Background: an optimization exercise with open tools, aiming at small area, a short achievable clock period and few clock cycles per item. Do not read the settings as production practice.
No functional check of the RTL was part of any run shown here.
Power and IR drop assume default switching activity.

==> flow/design.v (outline; a module is shown in full before it is edited, if it fits) <==
// module lut_eval: 335 lines
// module lut_interp: 99 lines
// module lut_coef_rom: 140 lines
// module lut_master: 66 lines
module lut_master #(parameter data_width = 16) (
		input wire clk,
		input wire reset,
		input wire req,
		input wire [8 - 1 : 0] lut_handle,
		input wire [data_width - 1 : 0] req_arg,
		output wire [data_width - 1 : 0] data_out,
		output reg valid,
		output reg invalid_request
	);
  // ...
==> flow/flow/run.sh <==
#!/bin/bash
# Standard layout, with two changes: the input and output ports are buffered
# by buf_4 cells instead of the delay buffers buffer_ports picks by default,
# and synthesis leaves the adders to abc instead of mapping them to the
# platform's full/half adder cells (the registers are the standard ones).
set -euo pipefail
bash standard.sh "BUFFER_PORTS_ARGS=-buffer_cell sky130_fd_sc_hd__buf_4" "ADDER_MAP_FILE=" finish > make_finish.log 2>&1
==> flow/standard.sh <==
#!/bin/bash
# synth_recipe.tcl (not shown) runs the flow's synth.tcl, then flattens the netlist and writes it again
# the make line also repeats each setting of config.mk as NAME=value (left out here)
make -C /OpenROAD-flow-scripts/flow DESIGN_CONFIG=/design/flow/config.mk WORK_HOME=/design/flow/orfs CLKGATE_MAP_FILE= SYNTH_SCRIPT=/design/flow/synth_recipe.tcl "${@:-finish}"
==> flow/config.mk <==
export PLATFORM = sky130hd
export DESIGN_NAME = lut_master
export DESIGN_NICKNAME = lut_master
export VERILOG_FILES = /design/flow/design.v
export SDC_FILE = /design/flow/constraint.sdc
export NUM_CORES = 4
export LEC_CHECK = 0
export ABC_AREA = 1
export CAP_MARGIN = 20
export CORE_MARGIN = 2
export CORE_UTILIZATION = 45
export PLACE_DENSITY = 0.6
export SETUP_SLACK_MARGIN = 2.0
export SLEW_MARGIN = 20
export SYNTH_MEMORY_MAX_BITS = 70000
==> flow/constraint.sdc <==
create_clock -name core_clock -period 8.0 [get_ports {clk}]
set_input_delay 1.6000 -clock core_clock [delete_from_list [all_inputs] [get_ports {clk}]]
set_output_delay 1.6000 -clock core_clock [all_outputs]
set_load 0.01 [all_outputs]
==> reports/metrics.cfg, run 1 <==
[pwr]
netSwitchingPower_mw = 4.38
power_frac_seq_pct = 4.8
intPower_mw = 3.06
power_leader = combinational cells
pg_clk_mw = 0.252

[clock_tree]
clkSinkCount = 40
cts_tree = yes
insertion_delay_ps = 310
cts_htree_levels = 2
hold_buffers = 0
clk_pin_slew_ps = 80

[run]
max_cap_viol_count = 0

[setup_path]
critical_path.slowest_cell = dfxtp_4
cp-endpoint = data_out[15]
cpPeakStageDelay_ps = 460
startpoint_type = flop
crit_fanout = 6

[routing]
wl_met2_um = 27200
vias_per_cell = 5.96
dr.pass1.iters = 8
ant_nets = 0

[floorplanning]
num_io_pins = 45
fp.dieW_um = 172

[status]
status = finished clean

[final_layout]
multi_input_cells = 2113
utilization_pct = 58.4
final_cell_mix = nand2_1 (901), inv_1 (251), nand3_1 (245), buf_4 (187), nor2_1 (180)
clock_area_share_pct = 1.05
final_common_cell = nand2_1
fill_cells = 2722

[yosys]
syn_nets = 2539
synth-xor-area-share_pct = 9.99
synth_common_cells = nand2_1 (1006), nand3_1 (271), inv_1 (261)

[placed_design]
dp.cells = 2955

[timing]
setup_violations = 0

[hold_path]
hold_depth = 2

==> module lut_eval, before the edit <==
module lut_eval (
		input  wire [22:0] k,
		input  wire [13:0] c1,
		input  wire [5:0]  c2,
		input  wire        is_tanh,
		input  wire [4:0]  xs,
		input  wire [4:0]  xt,
		input  wire        mirror,
		input  wire        neg,
		output wire [15:0] ya,
		output wire [15:0] yb,
		output wire        c7,
		output wire [7:0]  d
	);
	reg [3:0] tp_s, tp_t;
	reg [4:0] qp_s, qp_t;
	reg [3:0] tn_s, tn_t;
	always @(*) begin
		case (xs)
			5'd0: begin tp_s = 4'd0; qp_s = 5'd0; tn_s = 4'd15; end
			5'd1: begin tp_s = 4'd1; qp_s = 5'd7; tn_s = 4'd14; end
			5'd2: begin tp_s = 4'd2; qp_s = 5'd13; tn_s = 4'd13; end
			5'd3: begin tp_s = 4'd3; qp_s = 5'd18; tn_s = 4'd12; end
			5'd4: begin tp_s = 4'd4; qp_s = 5'd22; tn_s = 4'd11; end
			5'd5: begin tp_s = 4'd5; qp_s = 5'd25; tn_s = 4'd10; end
			5'd6: begin tp_s = 4'd6; qp_s = 5'd27; tn_s = 4'd9; end
			5'd7: begin tp_s = 4'd7; qp_s = 5'd28; tn_s = 4'd8; end
			5'd8: begin tp_s = 4'd8; qp_s = 5'd28; tn_s = 4'd7; end
			5'd9: begin tp_s = 4'd9; qp_s = 5'd27; tn_s = 4'd6; end
			5'd10: begin tp_s = 4'd10; qp_s = 5'd25; tn_s = 4'd5; end
			5'd11: begin tp_s = 4'd11; qp_s = 5'd22; tn_s = 4'd4; end
			5'd12: begin tp_s = 4'd12; qp_s = 5'd18; tn_s = 4'd3; end
			5'd13: begin tp_s = 4'd13; qp_s = 5'd13; tn_s = 4'd2; end
			5'd14: begin tp_s = 4'd14; qp_s = 5'd7; tn_s = 4'd1; end
			5'd15: begin tp_s = 4'd15; qp_s = 5'd0; tn_s = 4'd0; end
			5'd16: begin tp_s = 4'd15; qp_s = 5'd0; tn_s = 4'd0; end
			5'd17: begin tp_s = 4'd14; qp_s = 5'd7; tn_s = 4'd1; end
			5'd18: begin tp_s = 4'd13; qp_s = 5'd13; tn_s = 4'd2; end
			5'd19: begin tp_s = 4'd12; qp_s = 5'd18; tn_s = 4'd3; end
			5'd20: begin tp_s = 4'd11; qp_s = 5'd22; tn_s = 4'd4; end
			5'd21: begin tp_s = 4'd10; qp_s = 5'd25; tn_s = 4'd5; end
			5'd22: begin tp_s = 4'd9; qp_s = 5'd27; tn_s = 4'd6; end
			5'd23: begin tp_s = 4'd8; qp_s = 5'd28; tn_s = 4'd7; end
			5'd24: begin tp_s = 4'd7; qp_s = 5'd28; tn_s = 4'd8; end
			5'd25: begin tp_s = 4'd6; qp_s = 5'd27; tn_s = 4'd9; end
			5'd26: begin tp_s = 4'd5; qp_s = 5'd25; tn_s = 4'd10; end
			5'd27: begin tp_s = 4'd4; qp_s = 5'd22; tn_s = 4'd11; end
			5'd28: begin tp_s = 4'd3; qp_s = 5'd18; tn_s = 4'd12; end
			5'd29: begin tp_s = 4'd2; qp_s = 5'd13; tn_s = 4'd13; end
			5'd30: begin tp_s = 4'd1; qp_s = 5'd7; tn_s = 4'd14; end
			5'd31: begin tp_s = 4'd0; qp_s = 5'd0; tn_s = 4'd15; end
			default: begin tp_s = 4'd0; qp_s = 5'd0; tn_s = 4'd0; end
		endcase
		case (xt)
			5'd0: begin tp_t = 4'd0; qp_t = 5'd0; tn_t = 4'd15; end
			5'd1: begin tp_t = 4'd1; qp_t = 5'd7; tn_t = 4'd14; end
			5'd2: begin tp_t = 4'd2; qp_t = 5'd13; tn_t = 4'd13; end
			5'd3: begin tp_t = 4'd3; qp_t = 5'd18; tn_t = 4'd12; end
			5'd4: begin tp_t = 4'd4; qp_t = 5'd22; tn_t = 4'd11; end
			5'd5: begin tp_t = 4'd5; qp_t = 5'd25; tn_t = 4'd10; end
			5'd6: begin tp_t = 4'd6; qp_t = 5'd27; tn_t = 4'd9; end
			5'd7: begin tp_t = 4'd7; qp_t = 5'd28; tn_t = 4'd8; end
			5'd8: begin tp_t = 4'd8; qp_t = 5'd28; tn_t = 4'd7; end
			5'd9: begin tp_t = 4'd9; qp_t = 5'd27; tn_t = 4'd6; end
			5'd10: begin tp_t = 4'd10; qp_t = 5'd25; tn_t = 4'd5; end
			5'd11: begin tp_t = 4'd11; qp_t = 5'd22; tn_t = 4'd4; end
			5'd12: begin tp_t = 4'd12; qp_t = 5'd18; tn_t = 4'd3; end
			5'd13: begin tp_t = 4'd13; qp_t = 5'd13; tn_t = 4'd2; end
			5'd14: begin tp_t = 4'd14; qp_t = 5'd7; tn_t = 4'd1; end
			5'd15: begin tp_t = 4'd15; qp_t = 5'd0; tn_t = 4'd0; end
			5'd16: begin tp_t = 4'd15; qp_t = 5'd0; tn_t = 4'd0; end
			5'd17: begin tp_t = 4'd14; qp_t = 5'd7; tn_t = 4'd1; end
			5'd18: begin tp_t = 4'd13; qp_t = 5'd13; tn_t = 4'd2; end
			5'd19: begin tp_t = 4'd12; qp_t = 5'd18; tn_t = 4'd3; end
			5'd20: begin tp_t = 4'd11; qp_t = 5'd22; tn_t = 4'd4; end
			5'd21: begin tp_t = 4'd10; qp_t = 5'd25; tn_t = 4'd5; end
			5'd22: begin tp_t = 4'd9; qp_t = 5'd27; tn_t = 4'd6; end
			5'd23: begin tp_t = 4'd8; qp_t = 5'd28; tn_t = 4'd7; end
			5'd24: begin tp_t = 4'd7; qp_t = 5'd28; tn_t = 4'd8; end
			5'd25: begin tp_t = 4'd6; qp_t = 5'd27; tn_t = 4'd9; end
			5'd26: begin tp_t = 4'd5; qp_t = 5'd25; tn_t = 4'd10; end
			5'd27: begin tp_t = 4'd4; qp_t = 5'd22; tn_t = 4'd11; end
			5'd28: begin tp_t = 4'd3; qp_t = 5'd18; tn_t = 4'd12; end
			5'd29: begin tp_t = 4'd2; qp_t = 5'd13; tn_t = 4'd13; end
			5'd30: begin tp_t = 4'd1; qp_t = 5'd7; tn_t = 4'd14; end
			5'd31: begin tp_t = 4'd0; qp_t = 5'd0; tn_t = 4'd15; end
			default: begin tp_t = 4'd0; qp_t = 5'd0; tn_t = 4'd0; end
		endcase
	end
	wire [3:0] tp = is_tanh ? tp_t : tp_s;
	wire [4:0] qp = is_tanh ? qp_t : qp_s;
	wire [3:0] tn = is_tanh ? tn_t : tn_s;
	wire [15:0] cc = mirror ? (neg ? 16'hff12 : 16'hff13) : (neg ? 16'hffff : 16'h0000);
	wire nt_0_s = k[0] ^ (c1[0] & tp[0]) ^ (c2[0] & qp[0]);
	wire nt_0_c = (k[0] & (c1[0] & tp[0])) | (k[0] & (c2[0] & qp[0])) | ((c1[0] & tp[0]) & (c2[0] & qp[0]));
	wire nt_1_s = k[1] ^ (c1[1] & tp[0]) ^ (c1[0] & tp[1]);
	wire nt_1_c = (k[1] & (c1[1] & tp[0])) | (k[1] & (c1[0] & tp[1])) | ((c1[1] & tp[0]) & (c1[0] & tp[1]));
	wire nt_2_s = k[2] ^ (c1[2] & tp[0]) ^ (c1[1] & tp[1]);
	wire nt_2_c = (k[2] & (c1[2] & tp[0])) | (k[2] & (c1[1] & tp[1])) | ((c1[2] & tp[0]) & (c1[1] & tp[1]));
	wire nt_3_s = (c1[0] & tp[2]) ^ (c2[2] & qp[0]) ^ (c2[1] & qp[1]);
	wire nt_3_c = ((c1[0] & tp[2]) & (c2[2] & qp[0])) | ((c1[0] & tp[2]) & (c2[1] & qp[1])) | ((c2[2] & qp[0]) & (c2[1] & qp[1]));
	wire nt_4_s = k[3] ^ (c1[3] & tp[0]) ^ (c1[2] & tp[1]);
	wire nt_4_c = (k[3] & (c1[3] & tp[0])) | (k[3] & (c1[2] & tp[1])) | ((c1[3] & tp[0]) & (c1[2] & tp[1]));
	wire nt_5_s = (c1[1] & tp[2]) ^ (c1[0] & tp[3]) ^ (c2[3] & qp[0]);
	wire nt_5_c = ((c1[1] & tp[2]) & (c1[0] & tp[3])) | ((c1[1] & tp[2]) & (c2[3] & qp[0])) | ((c1[0] & tp[3]) & (c2[3] & qp[0]));
	wire nt_6_s = (c2[2] & qp[1]) ^ (c2[1] & qp[2]) ^ (c2[0] & qp[3]);
	wire nt_6_c = ((c2[2] & qp[1]) & (c2[1] & qp[2])) | ((c2[2] & qp[1]) & (c2[0] & qp[3])) | ((c2[1] & qp[2]) & (c2[0] & qp[3]));
	wire nt_7_s = k[4] ^ (c1[4] & tp[0]) ^ (c1[3] & tp[1]);
	wire nt_7_c = (k[4] & (c1[4] & tp[0])) | (k[4] & (c1[3] & tp[1])) | ((c1[4] & tp[0]) & (c1[3] & tp[1]));
	wire nt_8_s = (c1[2] & tp[2]) ^ (c1[1] & tp[3]) ^ (c2[4] & qp[0]);
	wire nt_8_c = ((c1[2] & tp[2]) & (c1[1] & tp[3])) | ((c1[2] & tp[2]) & (c2[4] & qp[0])) | ((c1[1] & tp[3]) & (c2[4] & qp[0]));
	wire nt_9_s = (c2[3] & qp[1]) ^ (c2[2] & qp[2]) ^ (c2[1] & qp[3]);
	wire nt_9_c = ((c2[3] & qp[1]) & (c2[2] & qp[2])) | ((c2[3] & qp[1]) & (c2[1] & qp[3])) | ((c2[2] & qp[2]) & (c2[1] & qp[3]));
	wire nt_10_s = k[5] ^ (c1[5] & tp[0]) ^ (c1[4] & tp[1]);
	wire nt_10_c = (k[5] & (c1[5] & tp[0])) | (k[5] & (c1[4] & tp[1])) | ((c1[5] & tp[0]) & (c1[4] & tp[1]));
	wire nt_11_s = (c1[3] & tp[2]) ^ (c1[2] & tp[3]) ^ (c2[5] & qp[0]);
	wire nt_11_c = ((c1[3] & tp[2]) & (c1[2] & tp[3])) | ((c1[3] & tp[2]) & (c2[5] & qp[0])) | ((c1[2] & tp[3]) & (c2[5] & qp[0]));
	wire nt_12_s = (c2[4] & qp[1]) ^ (c2[3] & qp[2]) ^ (c2[2] & qp[3]);
	wire nt_12_c = ((c2[4] & qp[1]) & (c2[3] & qp[2])) | ((c2[4] & qp[1]) & (c2[2] & qp[3])) | ((c2[3] & qp[2]) & (c2[2] & qp[3]));
	wire nt_13_s = k[6] ^ (c1[6] & tp[0]) ^ (c1[5] & tp[1]);
	wire nt_13_c = (k[6] & (c1[6] & tp[0])) | (k[6] & (c1[5] & tp[1])) | ((c1[6] & tp[0]) & (c1[5] & tp[1]));
	wire nt_14_s = (c1[4] & tp[2]) ^ (c1[3] & tp[3]) ^ (c2[5] & qp[1]);
	wire nt_14_c = ((c1[4] & tp[2]) & (c1[3] & tp[3])) | ((c1[4] & tp[2]) & (c2[5] & qp[1])) | ((c1[3] & tp[3]) & (c2[5] & qp[1]));
	wire nt_15_s = (c2[4] & qp[2]) ^ (c2[3] & qp[3]) ^ (c2[2] & qp[4]);
	wire nt_15_c = ((c2[4] & qp[2]) & (c2[3] & qp[3])) | ((c2[4] & qp[2]) & (c2[2] & qp[4])) | ((c2[3] & qp[3]) & (c2[2] & qp[4]));
	wire nt_16_s = cc[0] ^ k[7] ^ (c1[7] & tp[0]);
	wire nt_16_c = (cc[0] & k[7]) | (cc[0] & (c1[7] & tp[0])) | (k[7] & (c1[7] & tp[0]));
	wire nt_17_s = (c1[6] & tp[1]) ^ (c1[5] & tp[2]) ^ (c1[4] & tp[3]);
	wire nt_17_c = ((c1[6] & tp[1]) & (c1[5] & tp[2])) | ((c1[6] & tp[1]) & (c1[4] & tp[3])) | ((c1[5] & tp[2]) & (c1[4] & tp[3]));
	wire nt_18_s = (c2[5] & qp[2]) ^ (c2[4] & qp[3]) ^ (c2[3] & qp[4]);
	wire nt_18_c = ((c2[5] & qp[2]) & (c2[4] & qp[3])) | ((c2[5] & qp[2]) & (c2[3] & qp[4])) | ((c2[4] & qp[3]) & (c2[3] & qp[4]));
	wire nt_19_s = cc[1] ^ k[8] ^ (c1[8] & tp[0]);
	wire nt_19_c = (cc[1] & k[8]) | (cc[1] & (c1[8] & tp[0])) | (k[8] & (c1[8] & tp[0]));
	wire nt_20_s = (c1[7] & tp[1]) ^ (c1[6] & tp[2]) ^ (c1[5] & tp[3]);
	wire nt_20_c = ((c1[7] & tp[1]) & (c1[6] & tp[2])) | ((c1[7] & tp[1]) & (c1[5] & tp[3])) | ((c1[6] & tp[2]) & (c1[5] & tp[3]));
	wire nt_21_s = cc[2] ^ k[9] ^ (c1[9] & tp[0]);
	wire nt_21_c = (cc[2] & k[9]) | (cc[2] & (c1[9] & tp[0])) | (k[9] & (c1[9] & tp[0]));
	wire nt_22_s = (c1[8] & tp[1]) ^ (c1[7] & tp[2]) ^ (c1[6] & tp[3]);
	wire nt_22_c = ((c1[8] & tp[1]) & (c1[7] & tp[2])) | ((c1[8] & tp[1]) & (c1[6] & tp[3])) | ((c1[7] & tp[2]) & (c1[6] & tp[3]));
	wire nt_23_s = cc[3] ^ k[10] ^ (c1[10] & tp[0]);
	wire nt_23_c = (cc[3] & k[10]) | (cc[3] & (c1[10] & tp[0])) | (k[10] & (c1[10] & tp[0]));
	wire nt_24_s = (c1[9] & tp[1]) ^ (c1[8] & tp[2]) ^ (c1[7] & tp[3]);
	wire nt_24_c = ((c1[9] & tp[1]) & (c1[8] & tp[2])) | ((c1[9] & tp[1]) & (c1[7] & tp[3])) | ((c1[8] & tp[2]) & (c1[7] & tp[3]));
	wire nt_25_s = cc[4] ^ k[11] ^ (c1[11] & tp[0]);
	wire nt_25_c = (cc[4] & k[11]) | (cc[4] & (c1[11] & tp[0])) | (k[11] & (c1[11] & tp[0]));
	wire nt_26_s = (c1[10] & tp[1]) ^ (c1[9] & tp[2]) ^ (c1[8] & tp[3]);
	wire nt_26_c = ((c1[10] & tp[1]) & (c1[9] & tp[2])) | ((c1[10] & tp[1]) & (c1[8] & tp[3])) | ((c1[9] & tp[2]) & (c1[8] & tp[3]));
	wire nt_27_s = cc[5] ^ k[12] ^ (c1[12] & tp[0]);
	wire nt_27_c = (cc[5] & k[12]) | (cc[5] & (c1[12] & tp[0])) | (k[12] & (c1[12] & tp[0]));
	wire nt_28_s = (c1[11] & tp[1]) ^ (c1[10] & tp[2]) ^ (c1[9] & tp[3]);
	wire nt_28_c = ((c1[11] & tp[1]) & (c1[10] & tp[2])) | ((c1[11] & tp[1]) & (c1[9] & tp[3])) | ((c1[10] & tp[2]) & (c1[9] & tp[3]));
	wire nt_29_s = cc[6] ^ k[13] ^ (c1[13] & tp[0]);
	wire nt_29_c = (cc[6] & k[13]) | (cc[6] & (c1[13] & tp[0])) | (k[13] & (c1[13] & tp[0]));
	wire nt_30_s = (c1[12] & tp[1]) ^ (c1[11] & tp[2]) ^ (c1[10] & tp[3]);
	wire nt_30_c = ((c1[12] & tp[1]) & (c1[11] & tp[2])) | ((c1[12] & tp[1]) & (c1[10] & tp[3])) | ((c1[11] & tp[2]) & (c1[10] & tp[3]));
	wire nt_31_s = cc[7] ^ k[14] ^ (c1[13] & tp[1]);
	wire nt_31_c = (cc[7] & k[14]) | (cc[7] & (c1[13] & tp[1])) | (k[14] & (c1[13] & tp[1]));
	wire nt_32_s = cc[8] ^ k[15] ^ (c1[13] & tp[2]);
	wire nt_32_c = (cc[8] & k[15]) | (cc[8] & (c1[13] & tp[2])) | (k[15] & (c1[13] & tp[2]));
	wire nt_33_s = cc[9] ^ k[16] ^ (c1[13] & tp[3]);
	wire nt_33_c = (cc[9] & k[16]) | (cc[9] & (c1[13] & tp[3])) | (k[16] & (c1[13] & tp[3]));
	wire nt_34_s = (c2[1] & qp[0]) ^ (c2[0] & qp[1]) ^ nt_0_c;
	wire nt_34_c = ((c2[1] & qp[0]) & (c2[0] & qp[1])) | ((c2[1] & qp[0]) & nt_0_c) | ((c2[0] & qp[1]) & nt_0_c);
	wire nt_35_s = (c2[0] & qp[2]) ^ nt_1_c ^ nt_2_s;
	wire nt_35_c = ((c2[0] & qp[2]) & nt_1_c) | ((c2[0] & qp[2]) & nt_2_s) | (nt_1_c & nt_2_s);
	wire nt_36_s = nt_2_c ^ nt_3_c ^ nt_4_s;
	wire nt_36_c = (nt_2_c & nt_3_c) | (nt_2_c & nt_4_s) | (nt_3_c & nt_4_s);
	wire nt_37_s = (c2[0] & qp[4]) ^ nt_4_c ^ nt_5_c;
	wire nt_37_c = ((c2[0] & qp[4]) & nt_4_c) | ((c2[0] & qp[4]) & nt_5_c) | (nt_4_c & nt_5_c);
	wire nt_38_s = nt_6_c ^ nt_7_s ^ nt_8_s;
	wire nt_38_c = (nt_6_c & nt_7_s) | (nt_6_c & nt_8_s) | (nt_7_s & nt_8_s);
	wire nt_39_s = (c2[1] & qp[4]) ^ nt_7_c ^ nt_8_c;
	wire nt_39_c = ((c2[1] & qp[4]) & nt_7_c) | ((c2[1] & qp[4]) & nt_8_c) | (nt_7_c & nt_8_c);
	wire nt_40_s = nt_9_c ^ nt_10_s ^ nt_11_s;
	wire nt_40_c = (nt_9_c & nt_10_s) | (nt_9_c & nt_11_s) | (nt_10_s & nt_11_s);
	wire nt_41_s = nt_10_c ^ nt_11_c ^ nt_12_c;
	wire nt_41_c = (nt_10_c & nt_11_c) | (nt_10_c & nt_12_c) | (nt_11_c & nt_12_c);
	wire nt_42_s = nt_13_s ^ nt_14_s ^ nt_15_s;
	wire nt_42_c = (nt_13_s & nt_14_s) | (nt_13_s & nt_15_s) | (nt_14_s & nt_15_s);
	wire nt_43_s = nt_13_c ^ nt_14_c ^ nt_15_c;
	wire nt_43_c = (nt_13_c & nt_14_c) | (nt_13_c & nt_15_c) | (nt_14_c & nt_15_c);
	wire nt_44_s = nt_16_s ^ nt_17_s ^ nt_18_s;
	wire nt_44_c = (nt_16_s & nt_17_s) | (nt_16_s & nt_18_s) | (nt_17_s & nt_18_s);
	wire nt_45_s = (c2[5] & qp[3]) ^ (c2[4] & qp[4]) ^ nt_16_c;
	wire nt_45_c = ((c2[5] & qp[3]) & (c2[4] & qp[4])) | ((c2[5] & qp[3]) & nt_16_c) | ((c2[4] & qp[4]) & nt_16_c);
	wire nt_46_s = nt_17_c ^ nt_18_c ^ nt_19_s;
	wire nt_46_c = (nt_17_c & nt_18_c) | (nt_17_c & nt_19_s) | (nt_18_c & nt_19_s);
	wire nt_47_s = (c2[5] & qp[4]) ^ nt_19_c ^ nt_20_c;
	wire nt_47_c = ((c2[5] & qp[4]) & nt_19_c) | ((c2[5] & qp[4]) & nt_20_c) | (nt_19_c & nt_20_c);
	wire nt_48_s = nt_21_c ^ nt_22_c ^ nt_23_s;
	wire nt_48_c = (nt_21_c & nt_22_c) | (nt_21_c & nt_23_s) | (nt_22_c & nt_23_s);
	wire nt_49_s = nt_23_c ^ nt_24_c ^ nt_25_s;
	wire nt_49_c = (nt_23_c & nt_24_c) | (nt_23_c & nt_25_s) | (nt_24_c & nt_25_s);
	wire nt_50_s = nt_25_c ^ nt_26_c ^ nt_27_s;
	wire nt_50_c = (nt_25_c & nt_26_c) | (nt_25_c & nt_27_s) | (nt_26_c & nt_27_s);
	wire nt_51_s = nt_27_c ^ nt_28_c ^ nt_29_s;
	wire nt_51_c = (nt_27_c & nt_28_c) | (nt_27_c & nt_29_s) | (nt_28_c & nt_29_s);
	wire nt_52_s = (c1[12] & tp[2]) ^ (c1[11] & tp[3]) ^ nt_29_c;
	wire nt_52_c = ((c1[12] & tp[2]) & (c1[11] & tp[3])) | ((c1[12] & tp[2]) & nt_29_c) | ((c1[11] & tp[3]) & nt_29_c);
	wire nt_53_s = (c1[12] & tp[3]) ^ nt_31_c ^ nt_32_s;
	wire nt_53_c = ((c1[12] & tp[3]) & nt_31_c) | ((c1[12] & tp[3]) & nt_32_s) | (nt_31_c & nt_32_s);
	wire nt_54_s = cc[10] ^ k[17] ^ nt_33_c;
	wire nt_54_c = (cc[10] & k[17]) | (cc[10] & nt_33_c) | (k[17] & nt_33_c);
	wire nt_55_s = nt_3_s ^ nt_34_c ^ nt_35_s;
	wire nt_55_c = (nt_3_s & nt_34_c) | (nt_3_s & nt_35_s) | (nt_34_c & nt_35_s);
	wire nt_56_s = nt_5_s ^ nt_6_s ^ nt_35_c;
	wire nt_56_c = (nt_5_s & nt_6_s) | (nt_5_s & nt_35_c) | (nt_6_s & nt_35_c);
	wire nt_57_s = nt_9_s ^ nt_36_c ^ nt_37_s;
	wire nt_57_c = (nt_9_s & nt_36_c) | (nt_9_s & nt_37_s) | (nt_36_c & nt_37_s);
	wire nt_58_s = nt_12_s ^ nt_37_c ^ nt_38_c;
	wire nt_58_c = (nt_12_s & nt_37_c) | (nt_12_s & nt_38_c) | (nt_37_c & nt_38_c);
	wire nt_59_s = nt_39_c ^ nt_40_c ^ nt_41_s;
	wire nt_59_c = (nt_39_c & nt_40_c) | (nt_39_c & nt_41_s) | (nt_40_c & nt_41_s);
	wire nt_60_s = nt_41_c ^ nt_42_c ^ nt_43_s;
	wire nt_60_c = (nt_41_c & nt_42_c) | (nt_41_c & nt_43_s) | (nt_42_c & nt_43_s);
	wire nt_61_s = nt_20_s ^ nt_43_c ^ nt_44_c;
	wire nt_61_c = (nt_20_s & nt_43_c) | (nt_20_s & nt_44_c) | (nt_43_c & nt_44_c);
	wire nt_62_s = nt_21_s ^ nt_22_s ^ nt_45_c;
	wire nt_62_c = (nt_21_s & nt_22_s) | (nt_21_s & nt_45_c) | (nt_22_s & nt_45_c);
	wire nt_63_s = nt_24_s ^ nt_47_c ^ nt_48_s;
	wire nt_63_c = (nt_24_s & nt_47_c) | (nt_24_s & nt_48_s) | (nt_47_c & nt_48_s);
	wire nt_64_s = nt_26_s ^ nt_48_c ^ nt_49_s;
	wire nt_64_c = (nt_26_s & nt_48_c) | (nt_26_s & nt_49_s) | (nt_48_c & nt_49_s);
	wire nt_65_s = nt_28_s ^ nt_49_c ^ nt_50_s;
	wire nt_65_c = (nt_28_s & nt_49_c) | (nt_28_s & nt_50_s) | (nt_49_c & nt_50_s);
	wire nt_66_s = nt_30_s ^ nt_50_c ^ nt_51_s;
	wire nt_66_c = (nt_30_s & nt_50_c) | (nt_30_s & nt_51_s) | (nt_50_c & nt_51_s);
	wire nt_67_s = nt_30_c ^ nt_31_s ^ nt_51_c;
	wire nt_67_c = (nt_30_c & nt_31_s) | (nt_30_c & nt_51_c) | (nt_31_s & nt_51_c);
	wire nt_68_s = nt_32_c ^ nt_33_s ^ nt_53_c;
	wire nt_68_c = (nt_32_c & nt_33_s) | (nt_32_c & nt_53_c) | (nt_33_s & nt_53_c);
	wire nt_69_s = cc[11] ^ k[18] ^ nt_54_c;
	wire nt_69_c = (cc[11] & k[18]) | (cc[11] & nt_54_c) | (k[18] & nt_54_c);
	wire nt_70_s = nt_36_s ^ nt_55_c ^ nt_56_s;
	wire nt_70_c = (nt_36_s & nt_55_c) | (nt_36_s & nt_56_s) | (nt_55_c & nt_56_s);
	wire nt_71_s = nt_38_s ^ nt_56_c ^ nt_57_s;
	wire nt_71_c = (nt_38_s & nt_56_c) | (nt_38_s & nt_57_s) | (nt_56_c & nt_57_s);
	wire nt_72_s = nt_39_s ^ nt_40_s ^ nt_57_c;
	wire nt_72_c = (nt_39_s & nt_40_s) | (nt_39_s & nt_57_c) | (nt_40_s & nt_57_c);
	wire nt_73_s = nt_42_s ^ nt_58_c ^ nt_59_s;
	wire nt_73_c = (nt_42_s & nt_58_c) | (nt_42_s & nt_59_s) | (nt_58_c & nt_59_s);
	wire nt_74_s = nt_44_s ^ nt_59_c ^ nt_60_s;
	wire nt_74_c = (nt_44_s & nt_59_c) | (nt_44_s & nt_60_s) | (nt_59_c & nt_60_s);
	wire nt_75_s = nt_45_s ^ nt_46_s ^ nt_60_c;
	wire nt_75_c = (nt_45_s & nt_46_s) | (nt_45_s & nt_60_c) | (nt_46_s & nt_60_c);
	wire nt_76_s = nt_46_c ^ nt_47_s ^ nt_61_c;
	wire nt_76_c = (nt_46_c & nt_47_s) | (nt_46_c & nt_61_c) | (nt_47_s & nt_61_c);
	wire nt_77_s = nt_52_s ^ nt_66_c ^ nt_67_s;
	wire nt_77_c = (nt_52_s & nt_66_c) | (nt_52_s & nt_67_s) | (nt_66_c & nt_67_s);
	wire nt_78_s = nt_52_c ^ nt_53_s ^ nt_67_c;
	wire nt_78_c = (nt_52_c & nt_53_s) | (nt_52_c & nt_67_c) | (nt_53_s & nt_67_c);
	wire nt_79_s = cc[12] ^ k[19] ^ nt_69_c;
	wire nt_79_c = (cc[12] & k[19]) | (cc[12] & nt_69_c) | (k[19] & nt_69_c);
	wire nt_80_s = nt_58_s ^ nt_71_c ^ nt_72_s;
	wire nt_80_c = (nt_58_s & nt_71_c) | (nt_58_s & nt_72_s) | (nt_71_c & nt_72_s);
	wire nt_81_s = nt_61_s ^ nt_74_c ^ nt_75_s;
	wire nt_81_c = (nt_61_s & nt_74_c) | (nt_61_s & nt_75_s) | (nt_74_c & nt_75_s);
	wire nt_82_s = nt_62_s ^ nt_75_c ^ nt_76_s;
	wire nt_82_c = (nt_62_s & nt_75_c) | (nt_62_s & nt_76_s) | (nt_75_c & nt_76_s);
	wire nt_83_s = nt_62_c ^ nt_63_s ^ nt_76_c;
	wire nt_83_c = (nt_62_c & nt_63_s) | (nt_62_c & nt_76_c) | (nt_63_s & nt_76_c);
	wire nt_84_s = cc[13] ^ k[20] ^ nt_79_c;
	wire nt_84_c = (cc[13] & k[20]) | (cc[13] & nt_79_c) | (k[20] & nt_79_c);
	wire nt_85_s = nt_72_c ^ nt_73_s ^ nt_80_c;
	wire nt_85_c = (nt_72_c & nt_73_s) | (nt_72_c & nt_80_c) | (nt_73_s & nt_80_c);
	wire nt_86_s = nt_63_c ^ nt_64_s ^ nt_83_c;
	wire nt_86_c = (nt_63_c & nt_64_s) | (nt_63_c & nt_83_c) | (nt_64_s & nt_83_c);
	wire nt_87_s = cc[14] ^ k[21] ^ nt_84_c;
	wire nt_87_c = (cc[14] & k[21]) | (cc[14] & nt_84_c) | (k[21] & nt_84_c);
	wire nt_88_s = nt_73_c ^ nt_74_s ^ nt_85_c;
	wire nt_88_c = (nt_73_c & nt_74_s) | (nt_73_c & nt_85_c) | (nt_74_s & nt_85_c);
	wire nt_89_s = nt_64_c ^ nt_65_s ^ nt_86_c;
	wire nt_89_c = (nt_64_c & nt_65_s) | (nt_64_c & nt_86_c) | (nt_65_s & nt_86_c);
	wire nt_90_s = cc[15] ^ k[22] ^ nt_87_c;
	wire nt_90_c = (cc[15] & k[22]) | (cc[15] & nt_87_c) | (k[22] & nt_87_c);
	wire nt_91_s = nt_65_c ^ nt_66_s ^ nt_89_c;
	wire nt_91_c = (nt_65_c & nt_66_s) | (nt_65_c & nt_89_c) | (nt_66_s & nt_89_c);
	wire [22:0] nt_a = {nt_90_s, nt_87_s, nt_84_s, nt_79_s, nt_69_s, nt_54_s, nt_68_s, nt_77_c, nt_91_c, nt_91_s, nt_89_s, nt_86_s, nt_82_c, nt_81_c, nt_81_s, nt_88_s, nt_85_s, nt_80_s, nt_70_c, nt_70_s, nt_55_s, nt_1_s, nt_0_s};
	wire [22:0] nt_b = {1'b0, 1'b0, 1'b0, 1'b0, 1'b0, nt_68_c, nt_78_c, nt_78_s, nt_77_s, 1'b0, 1'b0, 1'b0, nt_83_s, nt_82_s, nt_88_c, 1'b0, 1'b0, 1'b0, nt_71_s, 1'b0, 1'b0, nt_34_s, 1'b0};
	wire [7:0] s2 = {1'b0, nt_a[6:0]} + {1'b0, nt_b[6:0]};
	assign c7 = s2[7];
	assign ya = nt_a[22:7];
	assign yb = nt_b[22:7];
	wire dt_0_s = c1[1] ^ (c2[1] & tn[0]) ^ (c2[0] & tn[1]);
	wire dt_0_c = (c1[1] & (c2[1] & tn[0])) | (c1[1] & (c2[0] & tn[1])) | ((c2[1] & tn[0]) & (c2[0] & tn[1]));
	wire dt_1_s = c1[2] ^ (c2[2] & tn[0]) ^ (c2[1] & tn[1]);
	wire dt_1_c = (c1[2] & (c2[2] & tn[0])) | (c1[2] & (c2[1] & tn[1])) | ((c2[2] & tn[0]) & (c2[1] & tn[1]));
	wire dt_2_s = ~tn[3] ^ c1[3] ^ (c2[3] & tn[0]);
	wire dt_2_c = (~tn[3] & c1[3]) | (~tn[3] & (c2[3] & tn[0])) | (c1[3] & (c2[3] & tn[0]));
	wire dt_3_s = (c2[2] & tn[1]) ^ (c2[1] & tn[2]) ^ (~c2[0] & ~tn[3]);
	wire dt_3_c = ((c2[2] & tn[1]) & (c2[1] & tn[2])) | ((c2[2] & tn[1]) & (~c2[0] & ~tn[3])) | ((c2[1] & tn[2]) & (~c2[0] & ~tn[3]));
	wire dt_4_s = c1[4] ^ (c2[4] & tn[0]) ^ (c2[3] & tn[1]);
	wire dt_4_c = (c1[4] & (c2[4] & tn[0])) | (c1[4] & (c2[3] & tn[1])) | ((c2[4] & tn[0]) & (c2[3] & tn[1]));
	wire dt_5_s = c1[5] ^ (c2[5] & tn[0]) ^ (c2[4] & tn[1]);
	wire dt_5_c = (c1[5] & (c2[5] & tn[0])) | (c1[5] & (c2[4] & tn[1])) | ((c2[5] & tn[0]) & (c2[4] & tn[1]));
	wire dt_6_s = c1[6] ^ (c2[5] & tn[1]) ^ (c2[4] & tn[2]);
	wire dt_6_c = (c1[6] & (c2[5] & tn[1])) | (c1[6] & (c2[4] & tn[2])) | ((c2[5] & tn[1]) & (c2[4] & tn[2]));
	wire dt_7_s = c1[7] ^ (c2[5] & tn[2]) ^ (~c2[4] & ~tn[3]);
	wire dt_7_c = (c1[7] & (c2[5] & tn[2])) | (c1[7] & (~c2[4] & ~tn[3])) | ((c2[5] & tn[2]) & (~c2[4] & ~tn[3]));
	wire dt_8_s = (c2[0] & tn[2]) ^ dt_0_c ^ dt_1_s;
	wire dt_8_c = ((c2[0] & tn[2]) & dt_0_c) | ((c2[0] & tn[2]) & dt_1_s) | (dt_0_c & dt_1_s);
	wire dt_9_s = dt_1_c ^ dt_2_s ^ dt_3_s;
	wire dt_9_c = (dt_1_c & dt_2_s) | (dt_1_c & dt_3_s) | (dt_2_s & dt_3_s);
	wire dt_10_s = (c2[2] & tn[2]) ^ (~c2[1] & ~tn[3]) ^ dt_2_c;
	wire dt_10_c = ((c2[2] & tn[2]) & (~c2[1] & ~tn[3])) | ((c2[2] & tn[2]) & dt_2_c) | ((~c2[1] & ~tn[3]) & dt_2_c);
	wire dt_11_s = (c2[3] & tn[2]) ^ (~c2[2] & ~tn[3]) ^ dt_4_c;
	wire dt_11_c = ((c2[3] & tn[2]) & (~c2[2] & ~tn[3])) | ((c2[3] & tn[2]) & dt_4_c) | ((~c2[2] & ~tn[3]) & dt_4_c);
	wire dt_12_s = (~c2[3] & ~tn[3]) ^ dt_5_c ^ dt_6_s;
	wire dt_12_c = ((~c2[3] & ~tn[3]) & dt_5_c) | ((~c2[3] & ~tn[3]) & dt_6_s) | (dt_5_c & dt_6_s);
	wire dt_13_s = c1[8] ^ (~c2[5] & ~tn[3]) ^ dt_7_c;
	wire dt_13_c = (c1[8] & (~c2[5] & ~tn[3])) | (c1[8] & dt_7_c) | ((~c2[5] & ~tn[3]) & dt_7_c);
	wire dt_14_s = dt_3_c ^ dt_4_s ^ dt_9_c;
	wire dt_14_c = (dt_3_c & dt_4_s) | (dt_3_c & dt_9_c) | (dt_4_s & dt_9_c);
	wire dt_15_s = dt_5_s ^ dt_10_c ^ dt_11_s;
	wire dt_15_c = (dt_5_s & dt_10_c) | (dt_5_s & dt_11_s) | (dt_10_c & dt_11_s);
	wire dt_16_s = dt_6_c ^ dt_7_s ^ dt_12_c;
	wire dt_16_c = (dt_6_c & dt_7_s) | (dt_6_c & dt_12_c) | (dt_7_s & dt_12_c);
	wire dt_17_s = ~tn[3] ^ c1[9] ^ dt_13_c;
	wire dt_17_c = (~tn[3] & c1[9]) | (~tn[3] & dt_13_c) | (c1[9] & dt_13_c);
	wire dt_18_s = dt_11_c ^ dt_12_s ^ dt_15_c;
	wire dt_18_c = (dt_11_c & dt_12_s) | (dt_11_c & dt_15_c) | (dt_12_s & dt_15_c);
	wire dt_19_s = ~tn[3] ^ c1[10] ^ dt_17_c;
	wire dt_19_c = (~tn[3] & c1[10]) | (~tn[3] & dt_17_c) | (c1[10] & dt_17_c);
	wire dt_20_s = ~tn[3] ^ c1[11] ^ dt_19_c;
	wire dt_20_c = (~tn[3] & c1[11]) | (~tn[3] & dt_19_c) | (c1[11] & dt_19_c);
	wire dt_21_s = ~tn[3] ^ c1[12] ^ dt_20_c;
	wire dt_21_c = (~tn[3] & c1[12]) | (~tn[3] & dt_20_c) | (c1[12] & dt_20_c);
	wire dt_22_s = ~tn[3] ^ c1[13] ^ dt_21_c;
	wire dt_22_c = (~tn[3] & c1[13]) | (~tn[3] & dt_21_c) | (c1[13] & dt_21_c);
	wire [14:0] dt_a = {dt_22_c, dt_22_s, dt_21_s, dt_20_s, dt_19_s, dt_17_s, dt_13_s, dt_16_s, dt_18_s, dt_14_c, dt_10_s, dt_8_c, dt_8_s, dt_0_s, c1[0]};
	wire [14:0] dt_b = {~tn[3], 1'b0, 1'b0, 1'b0, 1'b0, 1'b0, dt_16_c, dt_18_c, 1'b0, dt_15_s, dt_14_s, dt_9_s, 1'b0, 1'b0, (c2[0] & tn[0])};
	wire [14:0] delta = dt_a + dt_b;
	wire [8:0] s3 = {2'b0, delta[6:0]} + {2'b0, nt_a[6:0]} + {2'b0, nt_b[6:0]};
	assign d = delta[14:7] + {7'd0, s3[7] ^ s2[7]};
endmodule
==> module lut_master, before the edit <==
module lut_master #(parameter data_width = 16) (
		input wire clk,
		input wire reset,
		input wire req,
		input wire [8 - 1 : 0] lut_handle,
		input wire [data_width - 1 : 0] req_arg,
		output wire [data_width - 1 : 0] data_out,
		output reg valid,
		output reg invalid_request
	);
	wire handle_ok = (lut_handle[8 - 1 : 1] == 0);
	wire is_tanh   = lut_handle[0];
	always @(posedge clk) begin
		if (reset) begin
			invalid_request <= 0;
			valid <= 0;
		end
		else begin
			if (req && !handle_ok)
				invalid_request <= 1;
			valid <= req && handle_ok && !invalid_request;
		end
	end
	wire       mirror = is_tanh ? req_arg[15] : req_arg[13];
	wire       neg    = is_tanh ? req_arg[15] : req_arg[14];
	wire [9:0] pair_a = (is_tanh ? req_arg[14:5] : {1'b0, req_arg[12:4]}) ^ {10{mirror}};
	wire [3:0] frac   = is_tanh ? req_arg[4:1] : req_arg[3:0];
	wire [22:0] k;
	wire [13:0] c1;
	wire [5:0]  c2;
	wire [15:0] ya, yb;
	wire        c7;
	wire [7:0]  d;
	lut_coef_rom coef (.addr({is_tanh, pair_a[9:4]}), .k(k), .c1(c1), .c2(c2));
	lut_eval eval (
		.k(k), .c1(c1), .c2(c2),
		.is_tanh(is_tanh),
		.xs({req_arg[13], req_arg[7:4]}),
		.xt({req_arg[15], req_arg[8:5]}),
		.mirror(mirror),
		.neg(neg),
		.ya(ya), .yb(yb), .c7(c7), .d(d)
	);
	reg [15:0] ya_r, yb_r;
	reg        c7_r;
	reg [7:0]  d_r;
	reg [3:0]  frac_r;
	reg        mirror_r;
	reg        neg_r;
	always @(posedge clk) begin
		ya_r     <= ya;
		yb_r     <= yb;
		c7_r     <= c7;
		d_r      <= d;
		frac_r   <= frac;
		mirror_r <= mirror;
		neg_r    <= neg;
	end
	lut_interp interp (
		.ya(ya_r), .yb(yb_r), .c7(c7_r), .d(d_r),
		.frac(frac_r),
		.mirror(mirror_r),
		.neg(neg_r),
		.interpolated(data_out)
	);
endmodule
==> inputs of run 2 (changes only) <==
--- a/flow/design.v
+++ b/flow/design.v
@@ -6,96 +6,95 @@
 		input  wire        is_tanh,
 		input  wire [4:0]  xs,
 		input  wire [4:0]  xt,
 		input  wire        mirror,
 		input  wire        neg,
 		output wire [15:0] ya,
 		output wire [15:0] yb,
 		output wire        c7,
-		output wire [7:0]  d
+		output wire [7:0]  dh,
+		output wire        e
 	);
-	reg [3:0] tp_s, tp_t;
 	reg [4:0] qp_s, qp_t;
-	reg [3:0] tn_s, tn_t;
 	always @(*) begin
 		case (xs)
-			5'd0: begin tp_s = 4'd0; qp_s = 5'd0; tn_s = 4'd15; end
-			5'd1: begin tp_s = 4'd1; qp_s = 5'd7; tn_s = 4'd14; end
-			5'd2: begin tp_s = 4'd2; qp_s = 5'd13; tn_s = 4'd13; end
-			5'd3: begin tp_s = 4'd3; qp_s = 5'd18; tn_s = 4'd12; end
-			5'd4: begin tp_s = 4'd4; qp_s = 5'd22; tn_s = 4'd11; end
-			5'd5: begin tp_s = 4'd5; qp_s = 5'd25; tn_s = 4'd10; end
-			5'd6: begin tp_s = 4'd6; qp_s = 5'd27; tn_s = 4'd9; end
-			5'd7: begin tp_s = 4'd7; qp_s = 5'd28; tn_s = 4'd8; end
-			5'd8: begin tp_s = 4'd8; qp_s = 5'd28; tn_s = 4'd7; end
-			5'd9: begin tp_s = 4'd9; qp_s = 5'd27; tn_s = 4'd6; end
-			5'd10: begin tp_s = 4'd10; qp_s = 5'd25; tn_s = 4'd5; end
-			5'd11: begin tp_s = 4'd11; qp_s = 5'd22; tn_s = 4'd4; end
-			5'd12: begin tp_s = 4'd12; qp_s = 5'd18; tn_s = 4'd3; end
-			5'd13: begin tp_s = 4'd13; qp_s = 5'd13; tn_s = 4'd2; end
-			5'd14: begin tp_s = 4'd14; qp_s = 5'd7; tn_s = 4'd1; end
-			5'd15: begin tp_s = 4'd15; qp_s = 5'd0; tn_s = 4'd0; end
-			5'd16: begin tp_s = 4'd15; qp_s = 5'd0; tn_s = 4'd0; end
-			5'd17: begin tp_s = 4'd14; qp_s = 5'd7; tn_s = 4'd1; end
-			5'd18: begin tp_s = 4'd13; qp_s = 5'd13; tn_s = 4'd2; end
-			5'd19: begin tp_s = 4'd12; qp_s = 5'd18; tn_s = 4'd3; end
-			5'd20: begin tp_s = 4'd11; qp_s = 5'd22; tn_s = 4'd4; end
-			5'd21: begin tp_s = 4'd10; qp_s = 5'd25; tn_s = 4'd5; end
-			5'd22: begin tp_s = 4'd9; qp_s = 5'd27; tn_s = 4'd6; end
-			5'd23: begin tp_s = 4'd8; qp_s = 5'd28; tn_s = 4'd7; end
-			5'd24: begin tp_s = 4'd7; qp_s = 5'd28; tn_s = 4'd8; end
-			5'd25: begin tp_s = 4'd6; qp_s = 5'd27; tn_s = 4'd9; end
-			5'd26: begin tp_s = 4'd5; qp_s = 5'd25; tn_s = 4'd10; end
-			5'd27: begin tp_s = 4'd4; qp_s = 5'd22; tn_s = 4'd11; end
-			5'd28: begin tp_s = 4'd3; qp_s = 5'd18; tn_s = 4'd12; end
-			5'd29: begin tp_s = 4'd2; qp_s = 5'd13; tn_s = 4'd13; end
-			5'd30: begin tp_s = 4'd1; qp_s = 5'd7; tn_s = 4'd14; end
-			5'd31: begin tp_s = 4'd0; qp_s = 5'd0; tn_s = 4'd15; end
-			default: begin tp_s = 4'd0; qp_s = 5'd0; tn_s = 4'd0; end
+			5'd0: qp_s = 5'd0;
+			5'd1: qp_s = 5'd7;
+			5'd2: qp_s = 5'd13;
+			5'd3: qp_s = 5'd18;
+			5'd4: qp_s = 5'd22;
+			5'd5: qp_s = 5'd25;
+			5'd6: qp_s = 5'd27;
+			5'd7: qp_s = 5'd28;
+			5'd8: qp_s = 5'd28;
+			5'd9: qp_s = 5'd27;
+			5'd10: qp_s = 5'd25;
+			5'd11: qp_s = 5'd22;
+			5'd12: qp_s = 5'd18;
+			5'd13: qp_s = 5'd13;
+			5'd14: qp_s = 5'd7;
+			5'd15: qp_s = 5'd0;
+			5'd16: qp_s = 5'd0;
+			5'd17: qp_s = 5'd7;
+			5'd18: qp_s = 5'd13;
+			5'd19: qp_s = 5'd18;
+			5'd20: qp_s = 5'd22;
+			5'd21: qp_s = 5'd25;
+			5'd22: qp_s = 5'd27;
+			5'd23: qp_s = 5'd28;
+			5'd24: qp_s = 5'd28;
+			5'd25: qp_s = 5'd27;
+			5'd26: qp_s = 5'd25;
+			5'd27: qp_s = 5'd22;
+			5'd28: qp_s = 5'd18;
+			5'd29: qp_s = 5'd13;
+			5'd30: qp_s = 5'd7;
+			5'd31: qp_s = 5'd0;
+			default: qp_s = 5'd0;
 		endcase
 		case (xt)
-			5'd0: begin tp_t = 4'd0; qp_t = 5'd0; tn_t = 4'd15; end
-			5'd1: begin tp_t = 4'd1; qp_t = 5'd7; tn_t = 4'd14; end
-			5'd2: begin tp_t = 4'd2; qp_t = 5'd13; tn_t = 4'd13; end
-			5'd3: begin tp_t = 4'd3; qp_t = 5'd18; tn_t = 4'd12; end
-			5'd4: begin tp_t = 4'd4; qp_t = 5'd22; tn_t = 4'd11; end
-			5'd5: begin tp_t = 4'd5; qp_t = 5'd25; tn_t = 4'd10; end
-			5'd6: begin tp_t = 4'd6; qp_t = 5'd27; tn_t = 4'd9; end
-			5'd7: begin tp_t = 4'd7; qp_t = 5'd28; tn_t = 4'd8; end
-			5'd8: begin tp_t = 4'd8; qp_t = 5'd28; tn_t = 4'd7; end
-			5'd9: begin tp_t = 4'd9; qp_t = 5'd27; tn_t = 4'd6; end
-			5'd10: begin tp_t = 4'd10; qp_t = 5'd25; tn_t = 4'd5; end
-			5'd11: begin tp_t = 4'd11; qp_t = 5'd22; tn_t = 4'd4; end
-			5'd12: begin tp_t = 4'd12; qp_t = 5'd18; tn_t = 4'd3; end
-			5'd13: begin tp_t = 4'd13; qp_t = 5'd13; tn_t = 4'd2; end
-			5'd14: begin tp_t = 4'd14; qp_t = 5'd7; tn_t = 4'd1; end
-			5'd15: begin tp_t = 4'd15; qp_t = 5'd0; tn_t = 4'd0; end
-			5'd16: begin tp_t = 4'd15; qp_t = 5'd0; tn_t = 4'd0; end
-			5'd17: begin tp_t = 4'd14; qp_t = 5'd7; tn_t = 4'd1; end
-			5'd18: begin tp_t = 4'd13; qp_t = 5'd13; tn_t = 4'd2; end
-			5'd19: begin tp_t = 4'd12; qp_t = 5'd18; tn_t = 4'd3; end
-			5'd20: begin tp_t = 4'd11; qp_t = 5'd22; tn_t = 4'd4; end
-			5'd21: begin tp_t = 4'd10; qp_t = 5'd25; tn_t = 4'd5; end
-			5'd22: begin tp_t = 4'd9; qp_t = 5'd27; tn_t = 4'd6; end
-			5'd23: begin tp_t = 4'd8; qp_t = 5'd28; tn_t = 4'd7; end
-			5'd24: begin tp_t = 4'd7; qp_t = 5'd28; tn_t = 4'd8; end
-			5'd25: begin tp_t = 4'd6; qp_t = 5'd27; tn_t = 4'd9; end
-			5'd26: begin tp_t = 4'd5; qp_t = 5'd25; tn_t = 4'd10; end
-			5'd27: begin tp_t = 4'd4; qp_t = 5'd22; tn_t = 4'd11; end
-			5'd28: begin tp_t = 4'd3; qp_t = 5'd18; tn_t = 4'd12; end
-			5'd29: begin tp_t = 4'd2; qp_t = 5'd13; tn_t = 4'd13; end
-			5'd30: begin tp_t = 4'd1; qp_t = 5'd7; tn_t = 4'd14; end
-			5'd31: begin tp_t = 4'd0; qp_t = 5'd0; tn_t = 4'd15; end
-			default: begin tp_t = 4'd0; qp_t = 5'd0; tn_t = 4'd0; end
+			5'd0: qp_t = 5'd0;
+			5'd1: qp_t = 5'd7;
+			5'd2: qp_t = 5'd13;
+			5'd3: qp_t = 5'd18;
+			5'd4: qp_t = 5'd22;
+			5'd5: qp_t = 5'd25;
+			5'd6: qp_t = 5'd27;
+			5'd7: qp_t = 5'd28;
+			5'd8: qp_t = 5'd28;
+			5'd9: qp_t = 5'd27;
+			5'd10: qp_t = 5'd25;
+			5'd11: qp_t = 5'd22;
+			5'd12: qp_t = 5'd18;
+			5'd13: qp_t = 5'd13;
+			5'd14: qp_t = 5'd7;
+			5'd15: qp_t = 5'd0;
+			5'd16: qp_t = 5'd0;
+			5'd17: qp_t = 5'd7;
+			5'd18: qp_t = 5'd13;
+			5'd19: qp_t = 5'd18;
+			5'd20: qp_t = 5'd22;
+			5'd21: qp_t = 5'd25;
+			5'd22: qp_t = 5'd27;
+			5'd23: qp_t = 5'd28;
+			5'd24: qp_t = 5'd28;
+			5'd25: qp_t = 5'd27;
+			5'd26: qp_t = 5'd25;
+			5'd27: qp_t = 5'd22;
+			5'd28: qp_t = 5'd18;
+			5'd29: qp_t = 5'd13;
+			5'd30: qp_t = 5'd7;
+			5'd31: qp_t = 5'd0;
+			default: qp_t = 5'd0;
 		endcase
 	end
-	wire [3:0] tp = is_tanh ? tp_t : tp_s;
+	wire [3:0] tp = is_tanh ? xt[3:0] ^ {4{xt[4]}} : xs[3:0] ^ {4{xs[4]}};
 	wire [4:0] qp = is_tanh ? qp_t : qp_s;
-	wire [3:0] tn = is_tanh ? tn_t : tn_s;
+	wire [3:0] tn = ~tp;
 	wire [15:0] cc = mirror ? (neg ? 16'hff12 : 16'hff13) : (neg ? 16'hffff : 16'h0000);
 	wire nt_0_s = k[0] ^ (c1[0] & tp[0]) ^ (c2[0] & qp[0]);
 	wire nt_0_c = (k[0] & (c1[0] & tp[0])) | (k[0] & (c2[0] & qp[0])) | ((c1[0] & tp[0]) & (c2[0] & qp[0]));
 	wire nt_1_s = k[1] ^ (c1[1] & tp[0]) ^ (c1[0] & tp[1]);
 	wire nt_1_c = (k[1] & (c1[1] & tp[0])) | (k[1] & (c1[0] & tp[1])) | ((c1[1] & tp[0]) & (c1[0] & tp[1]));
 	wire nt_2_s = k[2] ^ (c1[2] & tp[0]) ^ (c1[1] & tp[1]);
 	wire nt_2_c = (k[2] & (c1[2] & tp[0])) | (k[2] & (c1[1] & tp[1])) | ((c1[2] & tp[0]) & (c1[1] & tp[1]));
 	wire nt_3_s = (c1[0] & tp[2]) ^ (c2[2] & qp[0]) ^ (c2[1] & qp[1]);
@@ -327,29 +326,32 @@
 	wire dt_21_s = ~tn[3] ^ c1[12] ^ dt_20_c;
 	wire dt_21_c = (~tn[3] & c1[12]) | (~tn[3] & dt_20_c) | (c1[12] & dt_20_c);
 	wire dt_22_s = ~tn[3] ^ c1[13] ^ dt_21_c;
 	wire dt_22_c = (~tn[3] & c1[13]) | (~tn[3] & dt_21_c) | (c1[13] & dt_21_c);
 	wire [14:0] dt_a = {dt_22_c, dt_22_s, dt_21_s, dt_20_s, dt_19_s, dt_17_s, dt_13_s, dt_16_s, dt_18_s, dt_14_c, dt_10_s, dt_8_c, dt_8_s, dt_0_s, c1[0]};
 	wire [14:0] dt_b = {~tn[3], 1'b0, 1'b0, 1'b0, 1'b0, 1'b0, dt_16_c, dt_18_c, 1'b0, dt_15_s, dt_14_s, dt_9_s, 1'b0, 1'b0, (c2[0] & tn[0])};
 	wire [14:0] delta = dt_a + dt_b;
 	wire [8:0] s3 = {2'b0, delta[6:0]} + {2'b0, nt_a[6:0]} + {2'b0, nt_b[6:0]};
-	assign d = delta[14:7] + {7'd0, s3[7] ^ s2[7]};
+	assign dh = delta[14:7];
+	assign e  = s3[7] ^ s2[7];
 endmodule
 module lut_interp (
 		input  wire [15:0] ya,
 		input  wire [15:0] yb,
 		input  wire        c7,
-		input  wire [7:0]  d,
+		input  wire [7:0]  dh,
+		input  wire        e,
 		input  wire [3:0]  frac,
 		input  wire        mirror,
 		input  wire        neg,
 		output wire [15:0] interpolated
 	);
 	wire dneg = mirror ^ neg;
+	wire [7:0] d = dh + {7'd0, e};
 	wire ee = dneg & frac[3] & d[0];
 	wire gt_0_s = ya[0] ^ yb[0] ^ c7;
 	wire gt_0_c = (ya[0] & yb[0]) | (ya[0] & c7) | (yb[0] & c7);
 	wire gt_1_s = ((frac[3] & d[1]) ^ mirror) ^ ((frac[2] & d[2]) ^ mirror) ^ ((frac[1] & d[3]) ^ mirror);
 	wire gt_1_c = (((frac[3] & d[1]) ^ mirror) & ((frac[2] & d[2]) ^ mirror)) | (((frac[3] & d[1]) ^ mirror) & ((frac[1] & d[3]) ^ mirror)) | (((frac[2] & d[2]) ^ mirror) & ((frac[1] & d[3]) ^ mirror));
 	wire gt_2_s = ((frac[0] & d[4]) ^ mirror) ^ (mirror & d[0]) ^ (ee ^ mirror);
 	wire gt_2_c = (((frac[0] & d[4]) ^ mirror) & (mirror & d[0])) | (((frac[0] & d[4]) ^ mirror) & (ee ^ mirror)) | ((mirror & d[0]) & (ee ^ mirror));
 	wire gt_3_s = ya[1] ^ yb[1] ^ ((frac[3] & d[2]) ^ mirror);
@@ -604,43 +606,46 @@
 	wire       neg    = is_tanh ? req_arg[15] : req_arg[14];
 	wire [9:0] pair_a = (is_tanh ? req_arg[14:5] : {1'b0, req_arg[12:4]}) ^ {10{mirror}};
 	wire [3:0] frac   = is_tanh ? req_arg[4:1] : req_arg[3:0];
 	wire [22:0] k;
 	wire [13:0] c1;
 	wire [5:0]  c2;
 	wire [15:0] ya, yb;
 	wire        c7;
-	wire [7:0]  d;
+	wire [7:0]  dh;
+	wire        e;
 	lut_coef_rom coef (.addr({is_tanh, pair_a[9:4]}), .k(k), .c1(c1), .c2(c2));
 	lut_eval eval (
 		.k(k), .c1(c1), .c2(c2),
 		.is_tanh(is_tanh),
 		.xs({req_arg[13], req_arg[7:4]}),
 		.xt({req_arg[15], req_arg[8:5]}),
 		.mirror(mirror),
 		.neg(neg),
-		.ya(ya), .yb(yb), .c7(c7), .d(d)
+		.ya(ya), .yb(yb), .c7(c7), .dh(dh), .e(e)
 	);
 	reg [15:0] ya_r, yb_r;
 	reg        c7_r;
-	reg [7:0]  d_r;
+	reg [7:0]  dh_r;
+	reg        e_r;
 	reg [3:0]  frac_r;
 	reg        mirror_r;
 	reg        neg_r;
 	always @(posedge clk) begin
 		ya_r     <= ya;
 		yb_r     <= yb;
 		c7_r     <= c7;
-		d_r      <= d;
+		dh_r     <= dh;
+		e_r      <= e;
 		frac_r   <= frac;
 		mirror_r <= mirror;
 		neg_r    <= neg;
 	end
 	lut_interp interp (
-		.ya(ya_r), .yb(yb_r), .c7(c7_r), .d(d_r),
+		.ya(ya_r), .yb(yb_r), .c7(c7_r), .dh(dh_r), .e(e_r),
 		.frac(frac_r),
 		.mirror(mirror_r),
 		.neg(neg_r),
 		.interpolated(data_out)
 	);
 endmodule
 `default_nettype wire
==> run 2 against run 1 <==
Against the previous run:
- first-iteration DRC count shrank 27%
- highest routed layer unchanged
- clock skew increased by 14 ps
- sequential cell count up 1
- critical endpoint is now dh_r[5]$_DFF_P_
==> reports/metrics.cfg, run 2 <==
[final_layout]
antenna_cells = 0  ; was 1
regArea_um2 = 825  ; was 807 µm²
fin_cells = 2900  ; was 3059
nNetsFinal = 2542  ; was 2706
drive_above_1_share_pct = 14.8  ; was 24.1%
top_register = ya_r  ; unchanged
largest_reg_flops = 16  ; unchanged
multiInputGateArea_um2 = 11000  ; was 11700 µm²
final_area_um2 = 14200  ; was 16300 µm²
final_cell_mix = nand2_1 (953), nand3_1 (262), inv_1 (228), nor2_1 (178), xor2_1 (107)  ; was nand2_1 (901), inv_1 (251), nand3_1 (245), buf_4 (187), nor2_1 (180)
final_common_cell = nand2_1  ; unchanged
syn_to_final_growth_pct = 10.2  ; was 27.3%
fill_cells = 3156  ; was 2722

[yosys]
synth_area_leaders = nand2_1 (28%), nand3_1 (10%), xor2_1 (7.5%), inv_1 (6.7%), dfxtp_1 (6.4%)  ; was nand2_1 (30%), nand3_1 (11%), inv_1 (7.7%), dfxtp_1 (6.3%), nor2_1 (6.3%)
async_reset_ff_share_pct = 0  ; unchanged
synth_common_cells = nand2_1 (971), nand3_1 (264), inv_1 (232)  ; was nand2_1 (1006), nand3_1 (271), inv_1 (261)
synth_seq_area_share_pct = 6.35  ; was 6.27%
synth-edff-count = 0  ; unchanged
syn_nets = 2503  ; was 2539
syn-mean-instance-area_um2 = 5.22  ; was 5.08 µm²
yosysMostFrequentCell = nand2_1  ; unchanged
yosys_warnings = 3  ; unchanged
yosysUniqueCellTypes = 68  ; was 73
syn_inst = 2476  ; was 2512
ys.flop_type = dfxtp_1  ; unchanged
synth_top_area_share_pct = 28.2  ; was 29.6%
synth_area_um2 = 12900  ; was 12800 µm²
synth_area_leader_cell = nand2_1  ; unchanged
synth_seq_cells = 41  ; was 40

[pwr]
powerDensity_nw_per_um2 = 449  ; was 457 nW/µm²
power.leakage_nw = 7.86  ; was 8.90 nW
max-vdd-ir-drop_uv = 391  ; was 362 µV

[routing]
ant_nets = 0  ; unchanged
dr.pass1.iters = 6  ; was 8
vias_per_cell = 5.69  ; was 5.96
vias = 16489  ; was 18223
drc = 0  ; unchanged
drt_iter0_markers = 1768  ; was 2416
wl_per_cell_um = 19.6  ; was 21.4 µm
routed_wirelength_um = 56800  ; was 65600 µm

[floorplanning]
fp.dieW_um = 173  ; was 172 µm
start_util_pct = 45.4  ; was 45.8%
coreArea_um2 = 28500  ; was 27900 µm²
num_io_pins = 45  ; unchanged
rows = 62  ; was 61
die-area_um2 = 30100  ; was 29700 µm²
die_h_um = 173  ; was 172 µm

[timing]
clock.fmax_mhz = 175  ; was 160 MHz
setup_ws_ps = 2290  ; was 1750 ps
slew_violations = 0  ; unchanged
min_period_ps = 5710  ; was 6250 ps
skew_ps = 14.0  ; was 0.0513 ps
setup_violations = 0  ; unchanged
period_share_pct = 71.4  ; was 78.2%
slew-limit-headroom_pct = 36.4  ; was 27.4%
grt_setup_unrepaired = yes  ; unchanged
hold_ws_ps = 475  ; was 485 ps
finalSetupTns_ps = 0  ; unchanged
tightest_slew_ps = 943  ; was 1080 ps
hold_violations = 0  ; unchanged

[run]
max_cap_viol_count = 0  ; unchanged

[hold_path]
min_to = invalid_request$_SDFFE_PP0P_  ; unchanged
hold_depth = 2  ; unchanged
hold_path.class = flop to flop  ; unchanged
worstHoldStart = invalid_request$_SDFFE_PP0P_  ; unchanged

[setup_path]
crit_start = lut_handle[0]  ; was mirror_r$_DFF_P_
crit_fanout = 24  ; was 6
cp-end-kind = flop  ; was primary output
cpPeakStageDelay_ps = 270  ; was 460 ps
r2r-end = valid$_SDFF_PP0_  ; unchanged
worst-r2r-setup-slack_ps = 7340  ; was 7320 ps
rr_startpoint = invalid_request$_SDFFE_PP0P_  ; unchanged
cp.arrival_ps = 5890  ; was 4650 ps
crit_type = primary input to flop  ; was flop to primary output
cp.required_ps = 8180  ; was 6400 ps
startpoint_type = primary input  ; was flop
cp_common_cell = nand2_1  ; was nand2_2
ff2ff_path_depth = 3  ; unchanged
critical_path.slowest_cell = nand2_2  ; was dfxtp_4

[clock_tree]
hold_buffers = 0  ; unchanged
clkSinkCount = 41  ; was 40
root_buffer = clkbuf_16  ; unchanged
cts-buffers-inserted = 5  ; unchanged
cts_htree_levels = 2  ; unchanged
cts_buffer_depth = 2  ; unchanged
clk_pin_slew_ps = 80  ; about the same
insertion_delay_ps = 320  ; was 310 ps
cts_tree = yes  ; unchanged

[global_routing]
grt-ovfl-total = 0  ; unchanged
grt_pass1_wl_um = 84300  ; was 88700 µm
grt_max_degree = 56  ; was 36
grt_use_total_pct = 36.0  ; was 39.6%
grt_pass1_vias = 15122  ; was 15547
grt_antenna_before_repair = 3  ; was 4

[placed_design]
io_buffers = 44  ; unchanged
place_ws_ps = 1480  ; was 1070 ps
gp_congestion = 1.13  ; was 1.12
dp.cells = 2864  ; was 2955
placed_area_um2 = 13400  ; was 13800 µm²
hpwl_um = 43500  ; was 47200 µm

[status]
status = finished clean  ; unchanged

run 2: through the flow:
step / util (%) / power, mW
after detailed placement: 47.2 / 5.68
after global routing: 50.0 / 7.05
after CTS: 48.0 / 6.02
final: 50.0 / 6.39
after floorplan: - / 4.30
after global placement: 47.2 / 5.59
run 2: cell type report:
class	instances	area share [%]
clock buffer	5	0.879
inverter	276	7.37
clock inverter	3	0.308
sequential	41	5.79
timing repair inverter	1	0.0352
tap	384	3.38
timing repair buffer	87	4.73
multi-input combinational	2103	77.5
run 2: metal layers:
layer	part of all wire (%)	track usage (%)
met5	0.023	0
met4	5.3	15.5
met3	11	8.64
met2	43	58.6
met1	41	45.4
run 2: worst max-delay path by stage:
| stage | cells after the start | end |
|---|---|---|
| 2_1_floorplan | 23 | data_out[12] |
| 3_3_place_gp | 30 | e_r$_DFF_P_ |
| 3_5_place_dp | 30 | e_r$_DFF_P_ |
| 4_1_cts | 29 | data_out[15] |
| 5_1_grt | 26 | data_out[8] |
| 6_report | 29 | dh_r[5]$_DFF_P_ |
run 2: repair_timing:
| item | CTS | global route |
|---|---|---|
| gates cloned | 0 | 6 |
| buffers inserted | 2 | 20 |
| pin swaps | 1 | 9 |
| resized for setup | 9 | 87 |
| setup endpoints to repair | 17 | 32 |
run 2: critical path: cells and delay by family:
family,cells,cell delay [ps]
simple gates,23,3220
compound gates,3,520
buf+inv,2,390
xor+xnor,1,140
run 2: cell families (layout without fill, tap and decap cells):
logic type      Yosys count  in the layout  synth area share [%]
compound gates          269            269                  12.5
fa+ha+maj                 1              1                0.0775
simple gates           1662           1667                  58.1
flops                    41             41                  6.35
buf+inv                 337            372                  11.5
xor+xnor                166            166                  11.5
run 2: power breakdown:
| group | internal, mW | switching [mW] |
|---|---|---|
| sequential | 0.308 | 0.0504 |
| clock | 0.149 | 0.109 |
| combinational | 2.17 | 3.60 |

port drivers added, routing unchanged:
The flow's constraints put no driver on any port. The routed layouts listed below were extracted and timed again, unchanged, in two steps.
Step 1, drivers: a clkbuf_16 drives clk and a buf_2 each remaining input, both assumed.
Step 2 adds t to the input delays and takes it off the output delays; t is the mean of the earliest and latest rising clock arrival at the registers after step 1. Input paths then give back, and output paths get back, about the clock's delay inside the block.
Three values: ideal, step 1, step 2; two values: the first two.
run | shift t [ns] | slack for setup (ns) | worst setup path at the end | worst register clock-pin slew, ns
run 1 | 0.348 | 1.746 / 1.698 / 1.797 | input to register | 0.08 / 0.08
run 2 | 0.358 | 2.289 / 2.270 / 1.944 | input to register | 0.08 / 0.08
After both steps setup and hold are still met in every run listed. For run 2, which loses most, drivers alone change the setup slack by -0.019 ns; drivers and shift together by -0.345 ns.
